From an optimization exercise on the open Yosys and OpenROAD flow, aimed at small area; shortcuts taken in it are not production practice. At most, simulation tests tie the RTL to the original design; equivalence was not proved. Function not checked in run 2: the RTL went through the layout flow alone. Power and IR drop assume default switching activity.

==> flow/design.v <==
module PrefixCarry (
    input  [31:0] g,
    input  [31:0] p,
    input         cin,
    output [32:0] c
);
    logic [31:0] G [0:5];
    logic [31:0] P [0:5];
    always_comb begin
        G[0] = g;
        P[0] = p;
        G[0][0] = g[0] | (p[0] & cin);
        for (int l = 0; l < 5; l++) begin
            G[l+1] = G[l];
            P[l+1] = P[l];
            for (int i = 0; i < 32; i++)
                if ((i % (2 << l)) == (2 << l) - 1) begin
                    G[l+1][i] = G[l][i] | (P[l][i] & G[l][i - (1 << l)]);
                    P[l+1][i] = P[l][i] & P[l][i - (1 << l)];
                end
        end
    end
    logic [31:0] D [0:4];
    always_comb begin
        D[4] = G[5];
        for (int l = 3; l >= 0; l--) begin
            D[l] = D[l+1];
            for (int i = 0; i < 32; i++)
                if ((i % (2 << l)) == (1 << l) - 1 && i >= (2 << l))
                    D[l][i] = D[l+1][i] | (P[l][i] & D[l+1][i - (1 << l)]);
        end
    end
    assign c = {D[0], cin};
endmodule
module ShiftCore (
    input  [31:0] bq,
    input  [31:0] bb,
    input         sel,
    input  [4:0]  r,
    input         wrap,
    input         asr,
    input  [31:0] keep,
    output [31:0] yn
);
    wire [31:0] b = sel ? bq : bb;
    wire fill = asr & b[31];
    logic [31:0] s [0:5];
    assign s[0] = b;
    genvar k, i;
    generate for (k = 0; k < 5; k++) begin : st
        for (i = 0; i < 32; i++) begin : bt
            if (i + (1 << k) < 32) begin : in_range
                assign s[k+1][i] = r[k] ? s[k][i + (1 << k)] : s[k][i];
            end else begin : wrapped
                assign s[k+1][i] = r[k] ? (wrap ? s[k][i + (1 << k) - 32] : fill) : s[k][i];
            end
        end
    end endgenerate
    assign yn = ~(s[5] & keep);
endmodule
module ALU (
    input [31:0] aBus,
    input [31:0] barrelOutput,
    input clk,
    input [3:0] aluOp,
    input updateFlags,
    input carryFlag, zeroFlag, overflowFlag, negativeFlag,
    output newCarryFlag, newZeroFlag, newOverflowFlag, newNegativeFlag,
    output [31:0] aluBus
);
    logic [3:0] op;
    always_ff @(posedge clk) op <= aluOp;
    function automatic logic member(input logic [3:0] v, input logic [15:0] set);
        member = set[v];
    endfunction
    wire [3:0] k;
    assign k[0] = member(op, 16'b1000_0100_1100_1100);   
    assign k[1] = member(op, 16'b0011_1010_0011_0010);   
    assign k[2] = member(op, 16'b1101_1010_0011_0010);   
    assign k[3] = member(op, 16'b0011_0101_1100_1101);   
    wire arith  = member(op, 16'b0000_1100_1111_1100);
    wire invA   = member(op, 16'b0000_0000_1000_1000);   
    wire cinOne = member(op, 16'b0000_0100_0000_1100);   
    wire useC   = member(op, 16'b0000_0000_1110_0000);   
    wire gA  = arith & ~invA;
    wire gNA = arith & invA;
    wire cin = cinOne | (useC & carryFlag);
    logic [31:0] p, g;
    always_comb begin
        for (int i = 0; i < 32; i++) begin
            p[i] = k[{aBus[i], barrelOutput[i]}];
            g[i] = ~p[i] & (aBus[i] ? gA : gNA);
        end
    end
    wire [32:0] c;
    PrefixCarry pc (.g(g), .p(p), .cin(cin), .c(c));
    wire [31:0] res = p ^ c[31:0];
    assign aluBus = res;
    assign newCarryFlag    = updateFlags ? c[32] : carryFlag;
    assign newOverflowFlag = updateFlags ? (c[32] ^ c[31]) : overflowFlag;
    assign newZeroFlag     = updateFlags ? (res == 32'd0) : zeroFlag;
    assign newNegativeFlag = updateFlags ? res[31] : negativeFlag;
endmodule
module BarrelShifter(
    input clk,
    input [31:0] b_bus,
    input [1:0] shift_type,
    input [4:0] shift_amount_imm,
    input [7:0] shift_amount_reg,
    input reg_shift,
    output logic [31:0] alu_input
);
    logic [31:0] b_q;
    logic [1:0]  t_q;
    logic [4:0]  n_q;
    logic        big_q;
    wire reg_big = |shift_amount_reg[7:5];
    always_ff @(posedge clk) begin
        b_q   <= b_bus;
        t_q   <= shift_type;
        n_q   <= shift_amount_reg[4:0] | {5{reg_big & (shift_type == 2'b10)}};
        big_q <= reg_big & ~shift_type[1];
    end
    wire [1:0]  t    = reg_shift ? t_q : shift_type;
    wire [4:0]  n    = reg_shift ? n_q : shift_amount_imm;
    wire        zero = reg_shift & big_q;
    wire left = (t == 2'b00);
    wire wrap = (t == 2'b11) | left;    
    wire asr  = (t == 2'b10);
    wire [4:0] r = left ? (5'd0 - n) : n;
    logic [7:0] LT, EQ;
    logic [3:0] LE;
    always_comb begin
        for (int h = 0; h < 8; h++) begin
            LT[h] = ~zero & (~left | (n[4:2] < h));
            EQ[h] = ~zero & left & (n[4:2] == h);
        end
        for (int l = 0; l < 4; l++)
            LE[l] = (n[1:0] <= l);
    end
    logic [31:0] keep;
    always_comb
        for (int i = 0; i < 32; i++)
            keep[i] = LT[i/4] | EQ[i/4] & LE[i%4];
    wire [31:0] yn;
    ShiftCore core (
        .bq(b_q), .bb(b_bus), .sel(reg_shift), .r(r),
        .wrap(wrap), .asr(asr), .keep(keep), .yn(yn)
    );
    assign alu_input = ~yn;
endmodule
module BranchHandler (
    input overflow_flag,
    input carry_flag,
    input zero_flag,
    input negative_flag,
    input[3:0] op_condition_flag,
    output logic should_branch
);
    logic base;
    wire nv = negative_flag ~^ overflow_flag;
    always_comb begin
        case (op_condition_flag[3:1])
            3'd0: base = zero_flag;
            3'd1: base = carry_flag;
            3'd2: base = negative_flag;
            3'd3: base = overflow_flag;
            3'd4: base = carry_flag & ~zero_flag;
            3'd5: base = nv;
            3'd6: base = ~zero_flag & nv;
            default: base = 1'b1;
        endcase
    end
    assign should_branch = base ^ op_condition_flag[0];
endmodule
module ARM7Execute (
    input         clk,
    input  [31:0] a_bus,
    input  [31:0] b_bus,
    input  [1:0]  shift_type,
    input  [4:0]  shift_amount_imm,
    input  [7:0]  shift_amount_reg,
    input         reg_shift,
    input  [3:0]  alu_op,
    input         update_flags,
    input         carry_flag,
    input         zero_flag,
    input         overflow_flag,
    input         negative_flag,
    input  [3:0]  cond,
    output [31:0] alu_bus,
    output        new_carry_flag,
    output        new_zero_flag,
    output        new_overflow_flag,
    output        new_negative_flag,
    output        cond_pass
);
    wire [31:0] shifter_out;
    BarrelShifter barrelShifter (
        .clk(clk),
        .b_bus(b_bus),
        .shift_type(shift_type),
        .shift_amount_imm(shift_amount_imm),
        .shift_amount_reg(shift_amount_reg),
        .reg_shift(reg_shift),
        .alu_input(shifter_out)
    );
    ALU alu (
        .aBus(a_bus),
        .barrelOutput(shifter_out),
        .clk(clk),
        .aluOp(alu_op),
        .updateFlags(update_flags),
        .carryFlag(carry_flag),
        .zeroFlag(zero_flag),
        .overflowFlag(overflow_flag),
        .negativeFlag(negative_flag),
        .newCarryFlag(new_carry_flag),
        .newZeroFlag(new_zero_flag),
        .newOverflowFlag(new_overflow_flag),
        .newNegativeFlag(new_negative_flag),
        .aluBus(alu_bus)
    );
    BranchHandler branchHandler (
        .overflow_flag(overflow_flag),
        .carry_flag(carry_flag),
        .zero_flag(zero_flag),
        .negative_flag(negative_flag),
        .op_condition_flag(cond),
        .should_branch(cond_pass)
    );
endmodule
==> flow/flow/run.sh <==
#!/bin/bash
# Standard ORFS layout with these changes:
# - the design's ShiftCore module is replaced by flow/ShiftCore_mapped.v, the
#   same function already mapped to sky130hd cells (written by
#   gen/gen_shiftcore.py); synthesis keeps those cells as they are;
# - synthesis maps the rest with ABC's area mapper (flow/abc_area.script)
#   and skips Yosys's full-adder extraction;
# - the port buffers are the library's smallest buffer (buf_1).
# Every other step is the standard one.
set -euo pipefail
W=$PWD
mkdir -p "$W/orfs_scripts"
cp -r "$FLOW_HOME/scripts/." "$W/orfs_scripts/"
cp "$W/flow/abc_area.script" "$W/orfs_scripts/abc_area.script"
awk '/^module ShiftCore/{skip=1} !skip{print} /^endmodule/{skip=0}' "$W/design.v" > "$W/design_mapped.v"
cat "$W/flow/ShiftCore_mapped.v" >> "$W/design_mapped.v"
grep -c "sky130_fd_sc_hd__" "$W/design_mapped.v" > "$W/mapped_cells.txt"
bash standard.sh VERILOG_FILES="$W/design_mapped.v" SCRIPTS_DIR="$W/orfs_scripts" ABC_AREA=1 ADDER_MAP_FILE= synth > "$W/synth.log" 2>&1
bash standard.sh VERILOG_FILES="$W/design_mapped.v" "BUFFER_PORTS_ARGS=-buffer_cell sky130_fd_sc_hd__buf_1" > "$W/layout.log" 2>&1
==> flow/flow/abc_area.script <==
strash
dch -f
amap
topo
==> flow/standard.sh <==
#!/bin/bash
# synth_recipe.tcl (not shown) runs the flow's synth.tcl, then flattens the netlist and writes it again
# the make line also repeats each setting of config.mk as NAME=value (left out here)
make -C /OpenROAD-flow-scripts/flow DESIGN_CONFIG=/design/flow/config.mk WORK_HOME=/design/flow/orfs CLKGATE_MAP_FILE= SYNTH_SCRIPT=/design/flow/synth_recipe.tcl "${@:-finish}"
==> flow/config.mk <==
export PLATFORM = sky130hd
export DESIGN_NAME = ARM7Execute
export DESIGN_NICKNAME = ARM7Execute
export VERILOG_FILES = /design/flow/design.v
export SDC_FILE = /design/flow/constraint.sdc
export NUM_CORES = 4
export LEC_CHECK = 0
export ABC_AREA = 1
export CAP_MARGIN = 0
export CORE_MARGIN = 2
export CORE_UTILIZATION = 40
export CTS_BUF_LIST = sky130_fd_sc_hd__clkbuf_8
export CTS_CLUSTER_DIAMETER = 200
export CTS_CLUSTER_SIZE = 24
export SLEW_MARGIN = 0
==> flow/constraint.sdc <==
create_clock -name core_clock -period 13.0 [get_ports {clk}]
set_input_delay 2.6000 -clock core_clock [delete_from_list [all_inputs] [get_ports {clk}]]
set_output_delay 2.6000 -clock core_clock [all_outputs]
set_load 0.01 [all_outputs]
Not shown: flow/flow/ShiftCore_mapped.v
==> summary.txt, run 1 <==
Status
  – Status: finished clean

Setup path
  – CP peak stage delay: 0.61 ns
  – Slowest-stage cell, CP: o311ai_1
  – Stages on the worst setup path: 34
  – CP endpoint kind: primary output
  – Crit path from: reg_shift
  – Required time worst endpoint: 10.40 ns

Finish
  – Inserted Diodes: 0
  – Final instance area: between 6000 and 7000 µm²
  – Multi-Input Combinational: 694
  – Most common cell after layout, fill and taps aside: o22ai_1
  – Layout net count: 1104
  – Multi-input logic area: 3990 µm²
  – Fraction of area in non-clock buffers: 11.2%
  – Area Overhead vs Synth: 21.7%
  – Non-Clock Inverter Count: 107

Synth
  – Commonest cells post-synth: o22ai_1 (268), nor2_1 (117), clkinv_1 (105), nand2_1 (68), a21oi_1 (48)
  – Avg Inst Size Synth: about 6.1 µm²
  – Yosys top cell area share: 32.4%
  – Synth Cell Area: 5180 µm²
  – Adder-Cell Fraction of Synth Area: 0%
  – Simple-Gate Fraction of Synth Area: between 10% and 20%
  – Top_reg_cell synth: dfxtp_1

Routing
  – DR iter-0 viols: 692
  – Top layer in use: met4
  – Final WL: about 19000 µm
  – DRC viols: 0
  – Via density: 6.00

Worst hold path
  – Hold path start: alu_op[0]
  – WHS Path Cells: 1

CTS
  – Clock buffer count from CTS: 5

Power and ir drop
  – Switching pwr: approximately 400 µW
  – P per Cell Area: ~120 nW/µm²
  – Worst VDD drop: 56.1 µV

Floorplanning
  – Core Box Area: approximately 13000 µm²
  – TAP cells: 172
  – Starting Density: 41.0%

Global routing
  – Met2 Track Usage GR: 39.2%
  – Number of global-route vias before repair: 6048

Placed design
  – Gpl congestion: roughly 0.94
  – HPWL after DPL: 14200 µm
==> run 2: changes to the inputs <==
--- a/flow/design.v
+++ b/flow/design.v
@@ -39,7 +39,9 @@
     input  [4:0]  r,
     input         wrap,
     input         asr,
-    input  [31:0] keep,
+    input  [7:0]  LT,
+    input  [7:0]  EQ,
+    input  [3:0]  LE,
     output [31:0] yn
 );
     wire [31:0] b = sel ? bq : bb;
@@ -56,6 +58,10 @@
             end
         end
     end endgenerate
+    logic [31:0] keep;
+    always_comb
+        for (int j = 0; j < 32; j++)
+            keep[j] = LT[j/4] | EQ[j/4] & LE[j%4];
     assign yn = ~(s[5] & keep);
 endmodule
 module ALU (
@@ -138,14 +144,10 @@
         for (int l = 0; l < 4; l++)
             LE[l] = (n[1:0] <= l);
     end
-    logic [31:0] keep;
-    always_comb
-        for (int i = 0; i < 32; i++)
-            keep[i] = LT[i/4] | EQ[i/4] & LE[i%4];
     wire [31:0] yn;
     ShiftCore core (
         .bq(b_q), .bb(b_bus), .sel(reg_shift), .r(r),
-        .wrap(wrap), .asr(asr), .keep(keep), .yn(yn)
+        .wrap(wrap), .asr(asr), .LT(LT), .EQ(EQ), .LE(LE), .yn(yn)
     );
     assign alu_input = ~yn;
 endmodule
--- a/flow/flow/ShiftCore_mapped.v
+++ b/flow/flow/ShiftCore_mapped.v
@@ -5,7 +5,9 @@
   input  [4:0]  r,
   input         wrap,
   input         asr,
-  input  [31:0] keep,
+  input  [7:0]  LT,
+  input  [7:0]  EQ,
+  input  [3:0]  LE,
   output [31:0] yn
 );
   wire seln;
@@ -282,36 +284,36 @@
   sky130_fd_sc_hd__o22ai_1 u_r4_30 (.A1(x4[30]), .A2(r[4]), .B1(w4_30), .B2(rn[4]), .Y(x5[30]));
   sky130_fd_sc_hd__a21o_1 u_w4_31 (.A1(wrap), .A2(x4[15]), .B1(wfi), .X(w4_31));
   sky130_fd_sc_hd__o22ai_1 u_r4_31 (.A1(x4[31]), .A2(r[4]), .B1(w4_31), .B2(rn[4]), .Y(x5[31]));
-  sky130_fd_sc_hd__nand2_1 u_k0 (.A(x5[0]), .B(keep[0]), .Y(yn[0]));
-  sky130_fd_sc_hd__nand2_1 u_k1 (.A(x5[1]), .B(keep[1]), .Y(yn[1]));
-  sky130_fd_sc_hd__nand2_1 u_k2 (.A(x5[2]), .B(keep[2]), .Y(yn[2]));
-  sky130_fd_sc_hd__nand2_1 u_k3 (.A(x5[3]), .B(keep[3]), .Y(yn[3]));
-  sky130_fd_sc_hd__nand2_1 u_k4 (.A(x5[4]), .B(keep[4]), .Y(yn[4]));
-  sky130_fd_sc_hd__nand2_1 u_k5 (.A(x5[5]), .B(keep[5]), .Y(yn[5]));
-  sky130_fd_sc_hd__nand2_1 u_k6 (.A(x5[6]), .B(keep[6]), .Y(yn[6]));
-  sky130_fd_sc_hd__nand2_1 u_k7 (.A(x5[7]), .B(keep[7]), .Y(yn[7]));
-  sky130_fd_sc_hd__nand2_1 u_k8 (.A(x5[8]), .B(keep[8]), .Y(yn[8]));
-  sky130_fd_sc_hd__nand2_1 u_k9 (.A(x5[9]), .B(keep[9]), .Y(yn[9]));
-  sky130_fd_sc_hd__nand2_1 u_k10 (.A(x5[10]), .B(keep[10]), .Y(yn[10]));
-  sky130_fd_sc_hd__nand2_1 u_k11 (.A(x5[11]), .B(keep[11]), .Y(yn[11]));
-  sky130_fd_sc_hd__nand2_1 u_k12 (.A(x5[12]), .B(keep[12]), .Y(yn[12]));
-  sky130_fd_sc_hd__nand2_1 u_k13 (.A(x5[13]), .B(keep[13]), .Y(yn[13]));
-  sky130_fd_sc_hd__nand2_1 u_k14 (.A(x5[14]), .B(keep[14]), .Y(yn[14]));
-  sky130_fd_sc_hd__nand2_1 u_k15 (.A(x5[15]), .B(keep[15]), .Y(yn[15]));
-  sky130_fd_sc_hd__nand2_1 u_k16 (.A(x5[16]), .B(keep[16]), .Y(yn[16]));
-  sky130_fd_sc_hd__nand2_1 u_k17 (.A(x5[17]), .B(keep[17]), .Y(yn[17]));
-  sky130_fd_sc_hd__nand2_1 u_k18 (.A(x5[18]), .B(keep[18]), .Y(yn[18]));
-  sky130_fd_sc_hd__nand2_1 u_k19 (.A(x5[19]), .B(keep[19]), .Y(yn[19]));
-  sky130_fd_sc_hd__nand2_1 u_k20 (.A(x5[20]), .B(keep[20]), .Y(yn[20]));
-  sky130_fd_sc_hd__nand2_1 u_k21 (.A(x5[21]), .B(keep[21]), .Y(yn[21]));
-  sky130_fd_sc_hd__nand2_1 u_k22 (.A(x5[22]), .B(keep[22]), .Y(yn[22]));
-  sky130_fd_sc_hd__nand2_1 u_k23 (.A(x5[23]), .B(keep[23]), .Y(yn[23]));
-  sky130_fd_sc_hd__nand2_1 u_k24 (.A(x5[24]), .B(keep[24]), .Y(yn[24]));
-  sky130_fd_sc_hd__nand2_1 u_k25 (.A(x5[25]), .B(keep[25]), .Y(yn[25]));
-  sky130_fd_sc_hd__nand2_1 u_k26 (.A(x5[26]), .B(keep[26]), .Y(yn[26]));
-  sky130_fd_sc_hd__nand2_1 u_k27 (.A(x5[27]), .B(keep[27]), .Y(yn[27]));
-  sky130_fd_sc_hd__nand2_1 u_k28 (.A(x5[28]), .B(keep[28]), .Y(yn[28]));
-  sky130_fd_sc_hd__nand2_1 u_k29 (.A(x5[29]), .B(keep[29]), .Y(yn[29]));
-  sky130_fd_sc_hd__nand2_1 u_k30 (.A(x5[30]), .B(keep[30]), .Y(yn[30]));
-  sky130_fd_sc_hd__nand2_1 u_k31 (.A(x5[31]), .B(keep[31]), .Y(yn[31]));
+  sky130_fd_sc_hd__a32oi_1 u_k0 (.A1(x5[0]), .A2(EQ[0]), .A3(LE[0]), .B1(x5[0]), .B2(LT[0]), .Y(yn[0]));
+  sky130_fd_sc_hd__a32oi_1 u_k1 (.A1(x5[1]), .A2(EQ[0]), .A3(LE[1]), .B1(x5[1]), .B2(LT[0]), .Y(yn[1]));
+  sky130_fd_sc_hd__a32oi_1 u_k2 (.A1(x5[2]), .A2(EQ[0]), .A3(LE[2]), .B1(x5[2]), .B2(LT[0]), .Y(yn[2]));
+  sky130_fd_sc_hd__a32oi_1 u_k3 (.A1(x5[3]), .A2(EQ[0]), .A3(LE[3]), .B1(x5[3]), .B2(LT[0]), .Y(yn[3]));
+  sky130_fd_sc_hd__a32oi_1 u_k4 (.A1(x5[4]), .A2(EQ[1]), .A3(LE[0]), .B1(x5[4]), .B2(LT[1]), .Y(yn[4]));
+  sky130_fd_sc_hd__a32oi_1 u_k5 (.A1(x5[5]), .A2(EQ[1]), .A3(LE[1]), .B1(x5[5]), .B2(LT[1]), .Y(yn[5]));
+  sky130_fd_sc_hd__a32oi_1 u_k6 (.A1(x5[6]), .A2(EQ[1]), .A3(LE[2]), .B1(x5[6]), .B2(LT[1]), .Y(yn[6]));
+  sky130_fd_sc_hd__a32oi_1 u_k7 (.A1(x5[7]), .A2(EQ[1]), .A3(LE[3]), .B1(x5[7]), .B2(LT[1]), .Y(yn[7]));
+  sky130_fd_sc_hd__a32oi_1 u_k8 (.A1(x5[8]), .A2(EQ[2]), .A3(LE[0]), .B1(x5[8]), .B2(LT[2]), .Y(yn[8]));
+  sky130_fd_sc_hd__a32oi_1 u_k9 (.A1(x5[9]), .A2(EQ[2]), .A3(LE[1]), .B1(x5[9]), .B2(LT[2]), .Y(yn[9]));
+  sky130_fd_sc_hd__a32oi_1 u_k10 (.A1(x5[10]), .A2(EQ[2]), .A3(LE[2]), .B1(x5[10]), .B2(LT[2]), .Y(yn[10]));
+  sky130_fd_sc_hd__a32oi_1 u_k11 (.A1(x5[11]), .A2(EQ[2]), .A3(LE[3]), .B1(x5[11]), .B2(LT[2]), .Y(yn[11]));
+  sky130_fd_sc_hd__a32oi_1 u_k12 (.A1(x5[12]), .A2(EQ[3]), .A3(LE[0]), .B1(x5[12]), .B2(LT[3]), .Y(yn[12]));
+  sky130_fd_sc_hd__a32oi_1 u_k13 (.A1(x5[13]), .A2(EQ[3]), .A3(LE[1]), .B1(x5[13]), .B2(LT[3]), .Y(yn[13]));
+  sky130_fd_sc_hd__a32oi_1 u_k14 (.A1(x5[14]), .A2(EQ[3]), .A3(LE[2]), .B1(x5[14]), .B2(LT[3]), .Y(yn[14]));
+  sky130_fd_sc_hd__a32oi_1 u_k15 (.A1(x5[15]), .A2(EQ[3]), .A3(LE[3]), .B1(x5[15]), .B2(LT[3]), .Y(yn[15]));
+  sky130_fd_sc_hd__a32oi_1 u_k16 (.A1(x5[16]), .A2(EQ[4]), .A3(LE[0]), .B1(x5[16]), .B2(LT[4]), .Y(yn[16]));
+  sky130_fd_sc_hd__a32oi_1 u_k17 (.A1(x5[17]), .A2(EQ[4]), .A3(LE[1]), .B1(x5[17]), .B2(LT[4]), .Y(yn[17]));
+  sky130_fd_sc_hd__a32oi_1 u_k18 (.A1(x5[18]), .A2(EQ[4]), .A3(LE[2]), .B1(x5[18]), .B2(LT[4]), .Y(yn[18]));
+  sky130_fd_sc_hd__a32oi_1 u_k19 (.A1(x5[19]), .A2(EQ[4]), .A3(LE[3]), .B1(x5[19]), .B2(LT[4]), .Y(yn[19]));
+  sky130_fd_sc_hd__a32oi_1 u_k20 (.A1(x5[20]), .A2(EQ[5]), .A3(LE[0]), .B1(x5[20]), .B2(LT[5]), .Y(yn[20]));
+  sky130_fd_sc_hd__a32oi_1 u_k21 (.A1(x5[21]), .A2(EQ[5]), .A3(LE[1]), .B1(x5[21]), .B2(LT[5]), .Y(yn[21]));
+  sky130_fd_sc_hd__a32oi_1 u_k22 (.A1(x5[22]), .A2(EQ[5]), .A3(LE[2]), .B1(x5[22]), .B2(LT[5]), .Y(yn[22]));
+  sky130_fd_sc_hd__a32oi_1 u_k23 (.A1(x5[23]), .A2(EQ[5]), .A3(LE[3]), .B1(x5[23]), .B2(LT[5]), .Y(yn[23]));
+  sky130_fd_sc_hd__a32oi_1 u_k24 (.A1(x5[24]), .A2(EQ[6]), .A3(LE[0]), .B1(x5[24]), .B2(LT[6]), .Y(yn[24]));
+  sky130_fd_sc_hd__a32oi_1 u_k25 (.A1(x5[25]), .A2(EQ[6]), .A3(LE[1]), .B1(x5[25]), .B2(LT[6]), .Y(yn[25]));
+  sky130_fd_sc_hd__a32oi_1 u_k26 (.A1(x5[26]), .A2(EQ[6]), .A3(LE[2]), .B1(x5[26]), .B2(LT[6]), .Y(yn[26]));
+  sky130_fd_sc_hd__a32oi_1 u_k27 (.A1(x5[27]), .A2(EQ[6]), .A3(LE[3]), .B1(x5[27]), .B2(LT[6]), .Y(yn[27]));
+  sky130_fd_sc_hd__a32oi_1 u_k28 (.A1(x5[28]), .A2(EQ[7]), .A3(LE[0]), .B1(x5[28]), .B2(LT[7]), .Y(yn[28]));
+  sky130_fd_sc_hd__a32oi_1 u_k29 (.A1(x5[29]), .A2(EQ[7]), .A3(LE[1]), .B1(x5[29]), .B2(LT[7]), .Y(yn[29]));
+  sky130_fd_sc_hd__a32oi_1 u_k30 (.A1(x5[30]), .A2(EQ[7]), .A3(LE[2]), .B1(x5[30]), .B2(LT[7]), .Y(yn[30]));
+  sky130_fd_sc_hd__a32oi_1 u_k31 (.A1(x5[31]), .A2(EQ[7]), .A3(LE[3]), .B1(x5[31]), .B2(LT[7]), .Y(yn[31]));
 endmodule
--- a/flow/config.mk
+++ b/flow/config.mk
@@ -10,6 +10,4 @@
 export CORE_MARGIN = 2
 export CORE_UTILIZATION = 40
 export CTS_BUF_LIST = sky130_fd_sc_hd__clkbuf_8
-export CTS_CLUSTER_DIAMETER = 200
-export CTS_CLUSTER_SIZE = 24
 export SLEW_MARGIN = 0
==> run 2 against run 1 <==
- non-clock buffer count up 2
- still clean on timing, DRC and antenna
- largest power group unchanged
- sequential power about the same
- die area up 0.54%
- fmax up 0.20%
- critical path type unchanged
==> summary.txt, run 2 <==
Status
  – Status: finished clean

Synth
  – Synth Cell Area: 5210 µm² (+0.56%)
  – FF+latch count, synth: 44
  – Ys async rst share: 0%
  – Avg Inst Size Synth: 6.41 µm² (+4.4%)
  – Sequential share of the synthesized area: between 10% and 20%
  – Commonest cells post-synth: o22ai_1 (260), clkinv_1 (98), nor2_1 (93), dfxtp_1 (44), nand2_1 (43)
  – Synth area leader: o22ai_1
  – Synth cell types: 35
  – Post-Synthesis Cells: 812
  – Top_reg_cell synth: dfxtp_1
  – Ranking of synthesized cells by area: o22ai_1 (31%), dfxtp_1 (17%), clkinv_1 (7.1%)
  – Ys Warns: 7
  – Count leader, synth: o22ai_1
  – Yosys top cell area share: 31.2% (-1.1 points)
  – Post-synth EDFFs: 0

Placed design
  – Gpl congestion: 1.00 (+6.6%)
  – HPWL after DPL: 14900 µm (+5.2%)
  – Placement Setup Slack: between 0.15 and 0.2 ns
  – PortBufs: 130

STA
  – Final Hold Viols: 0
  – Max Fclk: 82.1 MHz
  – Actual slew at the worst max-slew pin: 1.00 ns
  – Max_slew headroom: 32.7%
  – Setup WS post-layout: 0.814 ns
  – Crit path time final: approximately 12 ns
  – Final Slew Violations: 0
  – Crit share post-route: a little over nine tenths
  – Final setup viols: 0
  – Setup TNS: 0 ns

Global routing
  – GRT Total Usage: 26.3%
  – Gr ovfl total: 0
  – First-pass GRT wire length: 30900 µm
  – Initial antenna violation count: 0
  – Number of global-route vias before repair: 6164 (+1.9%)
  – Largest net degree at the start of global routing: 33

Power and ir drop
  – Leakage: roughly 0.0021 µW
  – P per Cell Area: 128 nW/µm² (+4.1%)
  – Worst VDD drop: 61.0 µV (+8.7%)

Routing
  – Via density: 6.23 (+3.9%)
  – Antenna Violating Nets Remaining: 0
  – DRC viols: 0 (unchanged)
  – Final WL: 19200 µm (+2.9%)
  – Router iterations before antenna repair: 6
  – Mean routed wirelength per cell: 16.6 µm
  – Total number of vias: 7221
  – DR iter-0 viols: 702 (+1.4%)

Setup path
  – Critical path launch point type: primary input
  – Critical path's most frequent cell: o22ai_1
  – CP peak stage delay: 0.40 ns (-0.21 ns)
  – WS Path Type: primary input to primary output
  – Buffer and inverter count on the worst path: 9
  – Required time worst endpoint: 10.40 ns (about the same)
  – Critical path peak fanout: 12
  – CP endpoint kind: primary output
  – Crit path max-delay family: compound AO/OA/AOI/OAI gates
  – Slowest-stage cell, CP: o31ai_1
  – Worst path arrival time: between 9 and 10 ns

Finish
  – Most common cell after layout, fill and taps aside: o22ai_1
  – Layout net count: 1081 (-2.1%)
  – Area Overhead vs Synth: 22.0%
  – Fillcell total: 1322
  – Top Registers: barrelShifter.b_q (32), barrelShifter.n_q (5), alu.op (4)
  – Sequential cell area: 881 µm²
  – Largest register by flop count: barrelShifter.b_q
  – Multi-input logic area: 4070 µm² (+2.1%)
  – Proportion of layout cells with a drive suffix above 1: 5.67%
  – Max FFs per register: 32
  – Most frequent cells in the layout: o22ai_1 (256), buf_1 (130), clkinv_1 (94), nor2_1 (93), dfxtp_1 (44)
  – Inserted Diodes: 0 (unchanged)

CTS
  – # H-tree levels: 2
  – Clk sinks: 44
  – Clock buffer depth: 2
  – CTS clk-pin slew, worst paths: 0.10 ns
  – CTS tree: yes
  – Root Driver: clkbuf_8
  – Clock buffer count from CTS: 5 (unchanged)

Run
  – Max-Cap Viols: 0

Floorplanning
  – Die area: 13900 µm²
  – DIE WIDTH: 118 µm
  – IO Count: 131
  – # rows: 41
  – Starting Density: 41.1% (+0.061 points)
  – Core Box Area: 12700 µm² (+0.41%)
  – Die Y: 118 µm

Worst hold path
  – WHS Endpoint: alu.op[2]$_DFF_P_
  – Hold path start: alu_op[2]
  – WHS Path Cells: 1 (unchanged)
  – HP Class: primary input to flop
==> run 2: cell types whose count changed after synthesis, moves of 4 or more <==
cell and change:
a32oi_1 +31, nand2_1 -25, nor2_1 -24, o221ai_1 +9, o22ai_1 -8, clkinv_1 -7, a21oi_1 -6, nor3_1 +6
a221oi_1 -5, nand3_1 -4
==> run 2: how the worst max path moves through the flow <==
stage,cells after the start,startpoint,to
finish,37,reg_shift,new_zero_flag
detailed placement,39,reg_shift,new_zero_flag
floorplan,36,reg_shift,new_zero_flag
global placement,39,reg_shift,new_zero_flag
CTS,39,reg_shift,new_zero_flag
global route,40,reg_shift,new_zero_flag
==> run 2: what timing repair did <==
| item | CTS | global route |
|---|---|---|
| endpoints found under the setup margin | 0 | 9 |
| hold buffers | 0 | 0 |
| gates resized for setup | 0 | 15 |
| buffers inserted | 0 | 4 |
==> run 2: where the power goes <==
part           total, µW  internal [µW]  switching [µW]
clock               88.8           36.5            52.3
combinational        581            205             376
sequential           145            142            2.43
==> run 2: cell families (layout without fill, tap and decap cells) <==
family / count (synthesis) / in the layout / synth area share (%)
AO/OA/AOI/OAI: 488 / 488 / 61.0
buffers and inverters: 98 / 266 / 7.07
flip-flops: 44 / 44 / 16.9
other: 1 / 8 / 0.0720
AND/OR/NAND/NOR: 181 / 181 / 14.9
==> run 2: area by class of cell <==
cell class,instances,share of cell area [%]
Multi-Input combinational cell,677,64.1
Timing Repair Buffer,160,11.3
Clock inverter,2,0.197
Clock buffer,5,1.08
Inverter,98,5.93
Sequential cell,44,13.9
Timing Repair inverter,1,0.118
Tap cell,172,3.39
==> run 2: routing by layer <==
layer | vias to the layer above | GRT usage [%] | wire length [µm]
li1 | 3708 | - | -
met1 | 3213 | 37.7 | 9040
met2 | 278 | 41.5 | 8580
met3 | 22 | 3.73 | 1360
met4 | 0 | 5.87 | 268
met5 | - | 0 | 0
==> run 2: metrics by stage <==
stage	instances	hold slack, ns	instance area, µm²	power, µW	utilization, %
2_1_floorplan	819	2.63	5260	552	-
3_3_place_gp	1147	2.69	6170	705	48.7
3_5_place_dp	1147	2.69	6170	704	48.7
4_1_cts	1154	2.36	6250	793	49.3
5_1_grt	1159	2.36	6350	887	50.1
6_report	1159	2.37	6350	814	50.1

what the ideal ports hide:
Ports are ideal in the flow. The routed layouts listed here were re-timed in OpenROAD.
Step 1 (the two cells are an assumption about what drives the block):
set clk [get_ports {clk}]
set_driving_cell -lib_cell sky130_fd_sc_hd__clkbuf_16 $clk
set_driving_cell -lib_cell sky130_fd_sc_hd__buf_2 [delete_from_list [all_inputs] $clk]
Step 2 adds t to the input delays and takes it off the output delays; t is the mean of the earliest and latest rising clock arrival at the registers after step 1. Input paths then give back, and output paths get back, about the clock's delay inside the block.
a / b / c = no drivers / after step 1 / after step 2; a / b = the first two.
run | shift t [ns] | slack for setup (ns) | worst setup path at the end | clock arrival spread, ns
run 1 | 0.334 | 0.789 / 0.754 / 0.754 | input to output | 0.006 / 0.007
run 2 | 0.345 | 0.814 / 0.790 / 0.790 | input to output | 0.012 / 0.011
After both steps setup and hold are still met in every run listed. The setup slack of run 1, which loses most, moves by -0.035 ns with the drivers and by -0.035 ns with both steps.
